This is an optimization exercise on Yosys and OpenROAD, whose aim is small area, a short achievable clock period and few clock cycles per item, not a production implementation. Only simulation tests tie the RTL to the original design; equivalence was not proved.

==> flow/design.v, too long to show whole: its modules and the start of the top module <==
// module CONV: 1275 lines
module CONV (
  output logic        busy,
  output logic [11:0] iaddr,
  output logic        cwr,
  output logic [11:0] caddr_wr,
  output logic [19:0] cdata_wr,
  output logic        crd,
  output logic [11:0] caddr_rd,
  output logic [ 2:0] csel,
  input               clk,
  input               reset,
  input        [19:0] idata,
  input        [19:0] cdata_rd,
  input               ready
);
  // ...
==> flow/run.sh <==
#!/bin/bash
# synth_recipe.tcl (not shown) runs the flow's synth.tcl, then flattens the netlist and writes it again
# the make line also repeats each setting of config.mk as NAME=value (left out here)
make -C /OpenROAD-flow-scripts/flow DESIGN_CONFIG=/design/flow/config.mk WORK_HOME=/design/flow/orfs CLKGATE_MAP_FILE= SYNTH_SCRIPT=/design/flow/synth_recipe.tcl finish
==> flow/config.mk <==
export PLATFORM = sky130hd
export DESIGN_NAME = CONV
export DESIGN_NICKNAME = CONV
export VERILOG_FILES = /design/flow/design.v
export SDC_FILE = /design/flow/constraint.sdc
export NUM_CORES = 4
export LEC_CHECK = 0
export CAP_MARGIN = 20
export CORE_MARGIN = 2
export CORE_UTILIZATION = 40
export PLACE_DENSITY = 0.6
export SLEW_MARGIN = 20
==> flow/constraint.sdc <==
create_clock -name core_clock -period 9.5 [get_ports {clk}]
set_input_delay 1.9000 -clock core_clock [delete_from_list [all_inputs] [get_ports {clk}]]
set_output_delay 1.9000 -clock core_clock [all_outputs]
set_load 0.01 [all_outputs]
==> metrics.csv, run 1 <==
stage;metric;value;unit
status;status;timing/DRC/antenna clean;
timing;final slew viol count;0;
setup_path;worst r2r dst;C2[24]$_DFF_P_;
worst_hold_path;Endpoint, Worst Hold;P[0]$_DFF_P_;
clock_tree;CTS tree;built;
layout;non-clk buf share;0.0376;
setup_path;cell mode on critical path;fa_1;
setup_path;setup slack, reg-to-reg;4.67;ns
timing;actual slew at the worst max-slew pin;1.11;ns
layout;multi-input combinational cell area;0.0172;mm^2
logic_synthesis;most common cell in the netlist;inv_1;
place;RePlAce Congestion;0.938;
layout;sequential share of cell area;0.287;
place;Placement Cell Area;0.0303;mm^2
place;DP Worst Slack;4.87;ns
route;top routing layer used;met5;
grt;met2 GRT Util;0.341;
route;1st-iter DRT viols;2189;
grt;largest net degree at the start of global routing;75;
clock_tree;clock slew at reported path FFs;0.06;ns
logic_synthesis;Synth Flop Type;dfxtp_1;
setup_path;Setup crit start kind;flip-flop;
timing;setup_tns;0;ns
setup_path;CP required;9.97;ns
layout;Nets;3365;
setup_path;top cell family by delay on the critical path;adder cells;
timing;Max Fclk;207;MHz
grt;GR Util All Layers;0.223;
layout;layout overhead on the synthesized area;11.7;%
route;WL per Instance;21.4;um
setup_path;Worst setup endpoint;C2[24]$_DFF_P_;
job;number of max-cap violations;0;
route;met3 WL;7.76;mm
timing;crit path time final;4.83;ns
setup_path;slowest cell delay on critical path;1.01;ns
timing;RSZ-0062 raised after global routing;false;
die;die width;272;um
place;Placed Cells;3736;
timing;slew margin rel.;0.259;
clock_tree;hold_buf cts;0;
logic_synthesis;Syn Inst Count;2843;
Testbench counts, summed over its fixed seeds: cycles 147,540, images 12.
==> run 2: changes to the inputs <==
--- a/flow/design.v
+++ b/flow/design.v
@@ -56,22 +56,18 @@
   assign fvalid = run & ~fr[6]
                 & ~((fr[5:0] == 6'd0) & (fq == 2'd0))
                 & ~((fr[5:0] == 6'd63) & (fq == 2'd2));
   logic [19:0] R;
   always_ff @(posedge clk) R <= fvalid ? idata : 20'd0;
   logic [6:0] s1r;
   logic [5:0] s1k;
   logic [1:0] s1q;
-  always_ff @(posedge clk or posedge reset) begin
-    if (reset) begin
-      s1r <= 7'd0;
-      s1k <= 6'd0;
-      s1q <= 2'd0;
-    end else if (run & ~done) begin
+  always_ff @(posedge clk) begin
+    if (run & ~done) begin
       s1r <= fr;
       s1k <= fk;
       s1q <= fq;
     end else begin
       s1r <= 7'd0;
       s1k <= 6'd0;
       s1q <= 2'd0;
     end
@@ -89,52 +85,42 @@
   logic       k0, k62;        
   logic [5:0] ro, co;
   logic       cwr_r, crd_r, l1w_r, rdq2;
   logic       e1, e23, e4;    
   logic       last;
   always_ff @(posedge clk or posedge reset) begin
     if (reset) begin
       crun  <= 1'b0;
-      r0    <= 3'b001;
-      r1    <= 3'b001;
-      r2    <= 3'b001;
-      pe2   <= 3'b000;
-      k0    <= 1'b0;
-      k62   <= 1'b0;
-      ro    <= 6'd0;
-      co    <= 6'd0;
       cwr_r <= 1'b0;
       crd_r <= 1'b0;
       l1w_r <= 1'b0;
-      rdq2  <= 1'b0;
-      e1    <= 1'b0;
-      e23   <= 1'b0;
-      e4    <= 1'b0;
       last  <= 1'b0;
     end else begin
       crun  <= run & ~done;
-      r0    <= crun ? {r0[1:0], r0[2]} : 3'b001;
-      r1    <= crun ? {r1[1:0], r1[2]} : 3'b001;
-      r2    <= crun ? {r2[1:0], r2[2]} : 3'b001;
-      pe2   <= {s1q == 2'd2, s1q == 2'd1, s1q == 2'd0} & {3{s1k != 6'd0}};
-      k0    <= (s1k == 6'd0);
-      k62   <= (s1k == 6'd62);
-      ro    <= n_ro;
-      co    <= n_co;
       cwr_r <= n_ov & ((s1q == 2'd1) | (n_ro[0] & n_co[0] & (s1q == 2'd2)));
       crd_r <= n_pool & ~n_co[0] & (s1q != 2'd0);
       l1w_r <= n_pool & n_co[0] & (s1q == 2'd2);
-      rdq2  <= (s1q == 2'd2);
-      e1    <= n_pool & ~n_co[0] & (s1q == 2'd1);
-      e23   <= n_pool & ((~n_co[0] & (s1q == 2'd2)) | (n_co[0] & (s1q == 2'd0)));
-      e4    <= n_pool & n_co[0] & (s1q == 2'd1);
       last  <= s1r[6] & (s1k == 6'd1) & (s1q == 2'd2);
     end
   end
+  always_ff @(posedge clk) begin
+    r0   <= crun ? {r0[1:0], r0[2]} : 3'b001;
+    r1   <= crun ? {r1[1:0], r1[2]} : 3'b001;
+    r2   <= crun ? {r2[1:0], r2[2]} : 3'b001;
+    pe2  <= {s1q == 2'd2, s1q == 2'd1, s1q == 2'd0} & {3{s1k != 6'd0}};
+    k0   <= (s1k == 6'd0);
+    k62  <= (s1k == 6'd62);
+    ro   <= n_ro;
+    co   <= n_co;
+    rdq2 <= (s1q == 2'd2);
+    e1   <= n_pool & ~n_co[0] & (s1q == 2'd1);
+    e23  <= n_pool & ((~n_co[0] & (s1q == 2'd2)) | (n_co[0] & (s1q == 2'd0)));
+    e4   <= n_pool & n_co[0] & (s1q == 2'd1);
+  end
   assign done = last;
   logic [19:0] P;
   always_ff @(posedge clk) P <= R;
   logic [19:0] Pb;
   assign Pb = {~P[19], P[18:0]};
   logic [21:0] P3;
   always_ff @(posedge clk) P3 <= {R[19], R, 1'b0} + {{2{R[19]}}, R};
   logic [21:0] P3b;
==> flow/config.mk (replaced) <==
export PLATFORM = sky130hd
export DESIGN_NAME = CONV
export DESIGN_NICKNAME = CONV
export VERILOG_FILES = /design/flow/design.v
export SDC_FILE = /design/flow/constraint.sdc
export NUM_CORES = 4
export LEC_CHECK = 0
export ABC_CLOCK_PERIOD_IN_PS = 3000
export CAP_MARGIN = 20
export CORE_MARGIN = 2
export CORE_UTILIZATION = 40
export PLACE_DENSITY = 0.6
export SETUP_SLACK_MARGIN = 5
export SLEW_MARGIN = 20
export TNS_END_PERCENT = 100
==> run 2 against run 1 <==
Against the previous run:
- setup slack improved by 0.58 ns
- core utilization rose by 0.43 points
- die area down 1.1%
- synthesized cell count is 0.14% lower
- count of clock-buffer cells in the layout fell by 2
- global-route usage hardly changed
- flip-flop and latch count did not move
- critical endpoint is now C0[21]$_DFF_P_
==> metrics.csv, run 2 <==
stage;metric;value;unit;change
die;die width;270;um;-0.56%
clock_tree;CTS tree;built;;
route;post-DR vias/cell;5.50;;
layout;commonest non-fill, non-tap cells in the layout;inv_1, dfxtp_1, fa_1, nand2_1, ha_1;;
worst_hold_path;Hold Startpoint;R[19]$_SDFF_PN0_;;
grt;first-pass GRT wire length;128;mm;
setup_path;Worst setup startpoint;r0[0]$_SDFF_PN1_;;
clock_tree;clock slew at reported path FFs;0.07;ns;about the same
timing;final slew viol count;0;;unchanged
grt;met2 GRT Util;0.340;;-0.000819
logic_synthesis;number of synthesized register bits;420;;
setup_path;setup slack, reg-to-reg;5.25;ns;+0.58 ns
setup_path;CP required;10.00;ns;+0.03 ns
logic_synthesis;post-synth top area share;0.250;;
timing;Max Fclk;235;MHz;+14%
clock_tree;latest clock arrival within the worst-skew pair;0.62;ns;
setup_path;worst r2r dst;C0[21]$_DFF_P_;;
layout;Antenna diodes;0;;
setup_path;Worst EP arrival;4.75;ns;
clock_tree;Setup Fix Bufs, Post-CTS;0;;
job;number of max-cap violations;0;;unchanged
grt;gr busiest metal;met2;;
timing;worst clock skew;0.0456;ns;
timing;crit path time final;4.25;ns;-0.583 ns
setup_path;Critical R2R Launch;r0[0]$_SDFF_PN1_;;
place;HPWL Detailed;61.8;mm;
clock_tree;CTS Buf Count;50;;
worst_hold_path;Hold Path Class;flip-flop to flip-flop;;
logic_synthesis;synth top area cells;dfxtp_1, fa_1, ha_1;;
status;status;timing/DRC/antenna clean;;
clock_tree;Clock Path Buffers;3;;
timing;slew margin rel.;0.205;;-0.0546
clock_tree;Root Buffer;clkbuf_16;;
die;I/O pin cnt;105;;
logic_synthesis;sequential area share after synthesis;0.316;;
route;1st-iter DRT viols;2247;;+2.6%
route;total vias in the final route;21034;;
timing;RSZ-0062 raised after global routing;false;;
clock_tree;CTS resizes;0;;
place;RePlAce Congestion;0.948;;+0.98%
clock_tree;hold_buf cts;0;;unchanged
setup_path;CP max FO;51;;
logic_synthesis;Synth Flop Type;dfxtp_1;;
timing;part of the cycle the worst path needs;0.447;;
clock_tree;Num Clock Sinks;420;;
route;detailed-router iteration count before antenna repair;9;;
logic_synthesis;Avg Cell Area, Syn;9.98;um^2;
layout;Cell Count, Final, Fillers Out;3823;;
logic_synthesis;Synth top cells by count;inv_1, dfxtp_1, fa_1;;
place;Placed Cells;3729;;-0.19%
timing;actual slew at the worst max-slew pin;1.19;ns;+0.0806 ns
die;# rows;97;;
grt;GR met3 Demand/Resource;0.0474;;
route;drt total wl;81.3;mm;
layout;layout overhead on the synthesized area;12.1;%;
grt;largest net degree at the start of global routing;75;;unchanged
timing;setup_tns;0;ns;unchanged
timing;# setup viols final;0;;
route;# DRC;0;;
setup_path;Worst setup endpoint;C0[21]$_DFF_P_;;
grt;initial antenna violation count;1;;
die;Die H;270;um;
logic_synthesis;synth warn;1;;
logic_synthesis;post-synth top area cell;dfxtp_1;;
logic_synthesis;synthesized area;0.0283;mm^2;
clock_tree;H-tree depth;2;;
place;I/O Buffers;101;;
setup_path;WS Path Type;flip-flop to flip-flop;;
logic_synthesis;most common cell in the netlist;inv_1;;
grt;met1 GRT Util;0.317;;
layout;Nets;3367;;+0.059%
grt;grt total ovfl;0;;
die;Core Area;0.0700;mm^2;
layout;fill cell count;6602;;
die;initial core utilization;0.404;;
logic_synthesis;ys async rst share;0.0643;;
grt;GR Util All Layers;0.223;;about the same
layout;most common cell after layout, fill and taps aside;inv_1;;
logic_synthesis;number of synthesized flops with an enable pin;40;;
route;Post-DRT Antenna Nets;0;;
setup_path;Setup crit start kind;flip-flop;;
setup_path;R2R depth;9;;
timing;final hold vios;0;;
logic_synthesis;post-synth cell types;72;;
route;WL per Instance;21.3;um;-0.80%
setup_path;Critical Path End Type;flip-flop;;
layout;layout cells sized above 1;0.0701;;
logic_synthesis;Syn Inst Count;2839;;-0.14%
die;die area;0.0729;mm^2;
grt;vias in the first global route;22202;;
-- run 2: layout make-up --
type | count | area [um^2] | share of cell area
Clock buffer | 69 | 1420 | 0.0446
Inverter | 446 | 1670 | 0.0527
Timing Repair Buffer | 128 | 1210 | 0.0382
Tap cell | 940 | 1180 | 0.0370
Multi-Input combinational cell | 1795 | 17000 | 0.535
Sequential cell | 420 | 8950 | 0.282
Clock inverter | 25 | 347 | 0.0109
-- run 2: worst max-delay path, cell delays in order (launching register included) --
cell     delay [ns]
dfxtp_2        0.32
inv_2          0.41
buf_4          0.55
nand2_1        0.56
nand2_1        0.27
fa_1           0.44
fa_1           0.47
fa_1           0.52
inv_1          0.05
fa_1           0.48
-- run 2: worst min path at each step --
stage | to | slack (ns) | cells after the start
3_3_place_gp | P3[21]$_DFF_P_ | 0.35 | 0
5_1_grt | P3[21]$_DFF_P_ | 0.36 | 0
6_report | P3[21]$_DFF_P_ | 0.36 | 0
3_5_place_dp | P3[21]$_DFF_P_ | 0.35 | 0
4_1_cts | P3[21]$_DFF_P_ | 0.36 | 0
2_1_floorplan | co[0]$_DFF_P_ | 0.33 | 0
-- run 2: logic make-up (layout without fill, tap and decap cells) --
logic type | Yosys count | after routing | share of synthesized area
xor+xnor | 58 | 58 | 0.0179
other cells | 2 | 3 | 0.000265
compound gates | 585 | 585 | 0.139
mux | 129 | 129 | 0.0486
flops | 420 | 420 | 0.316
fa+ha+maj | 483 | 483 | 0.305
simple gates | 537 | 537 | 0.0882
buf+inv | 625 | 668 | 0.0854
-- run 2: metal layers --
layer / vias up / wire length [um] / share of wire
met4: 0 / 2030 / 0.025
met5: - / 0 / 0
met2: 1005 / 36100 / 0.44
li1: 9450 / - / -
met3: 158 / 7340 / 0.090
met1: 10421 / 35800 / 0.44
-- run 2: stage by stage --
step,utilization,hold WS [ns],worst slack (ns),instance area (um^2)
floorplan,-,0.329,5.70,28300
global placement,0.428,0.350,5.25,30000
detailed placement,0.428,0.348,5.17,30000
CTS,0.453,0.360,5.22,31700
global route,0.453,0.364,5.01,31700
finish,0.453,0.358,5.25,31700
Testbench counts of run 2, summed over its fixed seeds: cycles 147,540, images 12.
==> run 3: changes to the inputs <==
--- a/flow/config.mk
+++ b/flow/config.mk
@@ -5,7 +5,6 @@
 export SDC_FILE = /design/flow/constraint.sdc
 export NUM_CORES = 4
 export LEC_CHECK = 0
-export ABC_CLOCK_PERIOD_IN_PS = 3000
 export CAP_MARGIN = 20
 export CORE_MARGIN = 2
 export CORE_UTILIZATION = 40
==> run 3 against run 2 <==
Against the previous run:
- still clean on timing, DRC and antenna
- clock skew stayed put
- register-to-register slack hardly changed
- flip-flop and latch count stayed put
- synthesized area stayed put
- critical path type unchanged
- critical endpoint unchanged
- largest cell class unchanged
==> metrics.csv, run 3 <==
stage;metric;value;unit;change
status;status;timing/DRC/antenna clean;;
setup_path;WS Path Type;flip-flop to flip-flop;;
route;WL per Instance;21.3;um;unchanged
setup_path;Worst EP arrival;4.75;ns;about the same
layout;commonest non-fill, non-tap cells in the layout;inv_1, dfxtp_1, fa_1, nand2_1, ha_1;;
logic_synthesis;number of synthesized flops with an enable pin;40;;unchanged
die;Die H;270;um;unchanged
setup_path;Critical Path End Type;flip-flop;;
logic_synthesis;post-synth cell types;72;;unchanged
setup_path;WP buf/inv;3;;unchanged
layout;layout cells sized above 1;0.0701;;unchanged
grt;first-pass GRT wire length;128;mm;unchanged
layout;Nets;3367;;unchanged
clock_tree;Num Clock Sinks;420;;unchanged
logic_synthesis;number of synthesized register bits;420;;unchanged
timing;actual slew at the worst max-slew pin;1.19;ns;unchanged
place;HPWL Detailed;61.8;mm;unchanged
route;Post-DRT Antenna Nets;0;;unchanged
timing;RSZ-0062 raised after global routing;false;;
clock_tree;Clock Path Buffers;3;;unchanged
timing;Max Fclk;235;MHz;unchanged
setup_path;CP required;10.00;ns;about the same
timing;crit path time final;4.25;ns;unchanged
logic_synthesis;post-synth top area share;0.250;;unchanged
timing;setup_tns;0;ns;unchanged
grt;grt total ovfl;0;;unchanged
timing;slew margin rel.;0.205;;unchanged
layout;Antenna diodes;0;;unchanged
setup_path;top cell family by delay on the critical path;adder cells;;
logic_synthesis;Synth top cells by count;inv_1, dfxtp_1, fa_1;;
logic_synthesis;sequential area share after synthesis;0.316;;unchanged
place;RePlAce Congestion;0.948;;unchanged
setup_path;cell mode on critical path;fa_1;;
die;Core Area;0.0700;mm^2;unchanged
route;1st-iter DRT viols;2247;;unchanged
grt;initial antenna violation count;1;;unchanged
logic_synthesis;post-synth top area cell;dfxtp_1;;
route;total vias in the final route;21034;;unchanged
clock_tree;CTS tree;built;;
worst_hold_path;hold path cells;0;;unchanged
setup_path;CP max FO;51;;unchanged
logic_synthesis;synthesized area;0.0283;mm^2;unchanged
layout;multi-input combinational cell area;0.0170;mm^2;unchanged
timing;final hold vios;0;;unchanged
grt;GR Util All Layers;0.223;;unchanged
clock_tree;latest clock arrival within the worst-skew pair;0.62;ns;about the same
logic_synthesis;Avg Cell Area, Syn;9.98;um^2;unchanged
route;detailed-router iteration count before antenna repair;9;;unchanged
logic_synthesis;synth warn;1;;unchanged
layout;most common cell after layout, fill and taps aside;inv_1;;
clock_tree;CTS resizes;0;;unchanged
clock_tree;Root Buffer;clkbuf_16;;
route;post-DR vias/cell;5.50;;unchanged
grt;vias in the first global route;22202;;unchanged
layout;fill cell count;6602;;unchanged
setup_path;slowest cell delay on critical path;0.56;ns;about the same
route;drt total wl;81.3;mm;unchanged
timing;worst clock skew;0.0456;ns;unchanged
logic_synthesis;Synth Flop Type;dfxtp_1;;
place;I/O Buffers;101;;unchanged
layout;register area;0.00895;mm^2;unchanged
die;I/O pin cnt;105;;unchanged
die;initial core utilization;0.404;;unchanged
worst_hold_path;Hold Path Class;flip-flop to flip-flop;;
place;DP Worst Slack;5.17;ns;unchanged
setup_path;CP Depth;9;;unchanged
timing;worst hold margin;0.358;ns;unchanged
setup_path;CP max-delay cell;nand2_1;;
clock_tree;Setup Fix Bufs, Post-CTS;0;;unchanged
clock_tree;CTS Buf Count;50;;unchanged
layout;layout overhead on the synthesized area;12.1;%;unchanged
clock_tree;clock slew at reported path FFs;0.07;ns;about the same
die;die width;270;um;unchanged
logic_synthesis;Syn Inst Count;2839;;unchanged
logic_synthesis;synth top area cells;dfxtp_1, fa_1, ha_1;;
timing;Final WS setup;5.25;ns;unchanged
timing;# setup viols final;0;;unchanged
die;# rows;97;;unchanged
die;die area;0.0729;mm^2;unchanged
job;number of max-cap violations;0;;unchanged
setup_path;setup slack, reg-to-reg;5.25;ns;about the same
clock_tree;H-tree depth;2;;unchanged
logic_synthesis;most common cell in the netlist;inv_1;;
timing;part of the cycle the worst path needs;0.447;;unchanged
logic_synthesis;ys async rst share;0.0643;;unchanged
clock_tree;hold_buf cts;0;;unchanged
setup_path;R2R depth;9;;unchanged
timing;final slew viol count;0;;unchanged
grt;largest net degree at the start of global routing;75;;unchanged
setup_path;crit-path cells;inv_2, buf_4, nand2_1, nand2_1, fa_1, fa_1, fa_1, inv_1, fa_1;;
route;# DRC;0;;unchanged
setup_path;Setup crit start kind;flip-flop;;
-- run 3: cell counts after synthesis --
Identical to the previous run, type by type.
-- run 3: final timing paths --
kind,from,endpoint
setup / recovery,r0[0]$_SDFF_PN1_,C0[21]$_DFF_P_
hold / removal,R[19]$_SDFF_PN0_,P3[21]$_DFF_P_
setup reg to reg,r0[0]$_SDFF_PN1_,C0[21]$_DFF_P_
hold reg to reg,R[19]$_SDFF_PN0_,P3[21]$_DFF_P_
max in group asynchronous,reset,frow[4]$_DFFE_PP0P_
min in group asynchronous,reset,crd_r$_DFF_PP0_
-- run 3: per-layer routing --
layer	vias to the layer above	global-route usage	routed length, um
met5	-	0	0
met4	0	0.0655	2030
met3	158	0.0474	7340
met2	1005	0.340	36100
met1	10421	0.317	35800
li1	9450	-	-
-- run 3: worst register-to-register path, stage by stage, from the launching register on --
cell,delay (ns)
dfxtp_2,0.32
inv_2,0.41
buf_4,0.58
nand2_1,0.58
nand2_1,0.28
fa_1,0.44
fa_1,0.47
fa_1,0.52
inv_1,0.05
fa_1,0.48
-- run 3: stage by stage --
step	area (um^2)	std cells	util
5_1_grt	31700	3823	0.453
3_5_place_dp	30000	3729	0.428
3_3_place_gp	30000	3729	0.428
4_1_cts	31700	3823	0.453
2_1_floorplan	28300	2840	-
6_report	31700	3823	0.453
-- run 3: final cells by class --
cell class,instances,share of cell area
Sequential cell,420,0.282
Inverter,446,0.0527
Timing Repair Buffer,128,0.0382
Clock inverter,25,0.0109
Multi-Input combinational cell,1795,0.535
Tap cell,940,0.0370
Clock buffer,69,0.0446
-- run 3: cell families (layout without fill, tap and decap cells) --
group	Yosys count	after routing	synth area share
other	2	3	0.000265
multiplexers	129	129	0.0486
buffers and inverters	625	668	0.0854
flip-flops	420	420	0.316
AO/OA/AOI/OAI	585	585	0.139
adder cells (fa/ha/maj)	483	483	0.305
AND/OR/NAND/NOR	537	537	0.0882
XOR/XNOR	58	58	0.0179

==> what the ideal ports hide <==
The results above use ideal ports. As a check the final layouts listed here were re-extracted and re-timed, cells and wires unchanged. Step 1 assumes that a clkbuf_16 drives the clock port and a buf_2 every other input. Step 2 also shifts input and output timing later by t, the mid clock arrival at the registers, as if the neighbouring blocks saw the same clock. Three values: ideal ports, drivers, drivers and shift; two values: the first two.
run	t (ns)	setup slack, ns	worst setup path at the end	latest minus earliest clock arrival (ns)
run 1	0.667	4.667 / 4.667 / 4.667	register to register	0.032 / 0.033
run 2	0.665	5.249 / 5.249 / 5.249	register to register	0.047 / 0.047
run 3	0.665	5.249 / 5.249 / 5.249	register to register	0.047 / 0.047
After both steps every run listed still meets setup and hold.
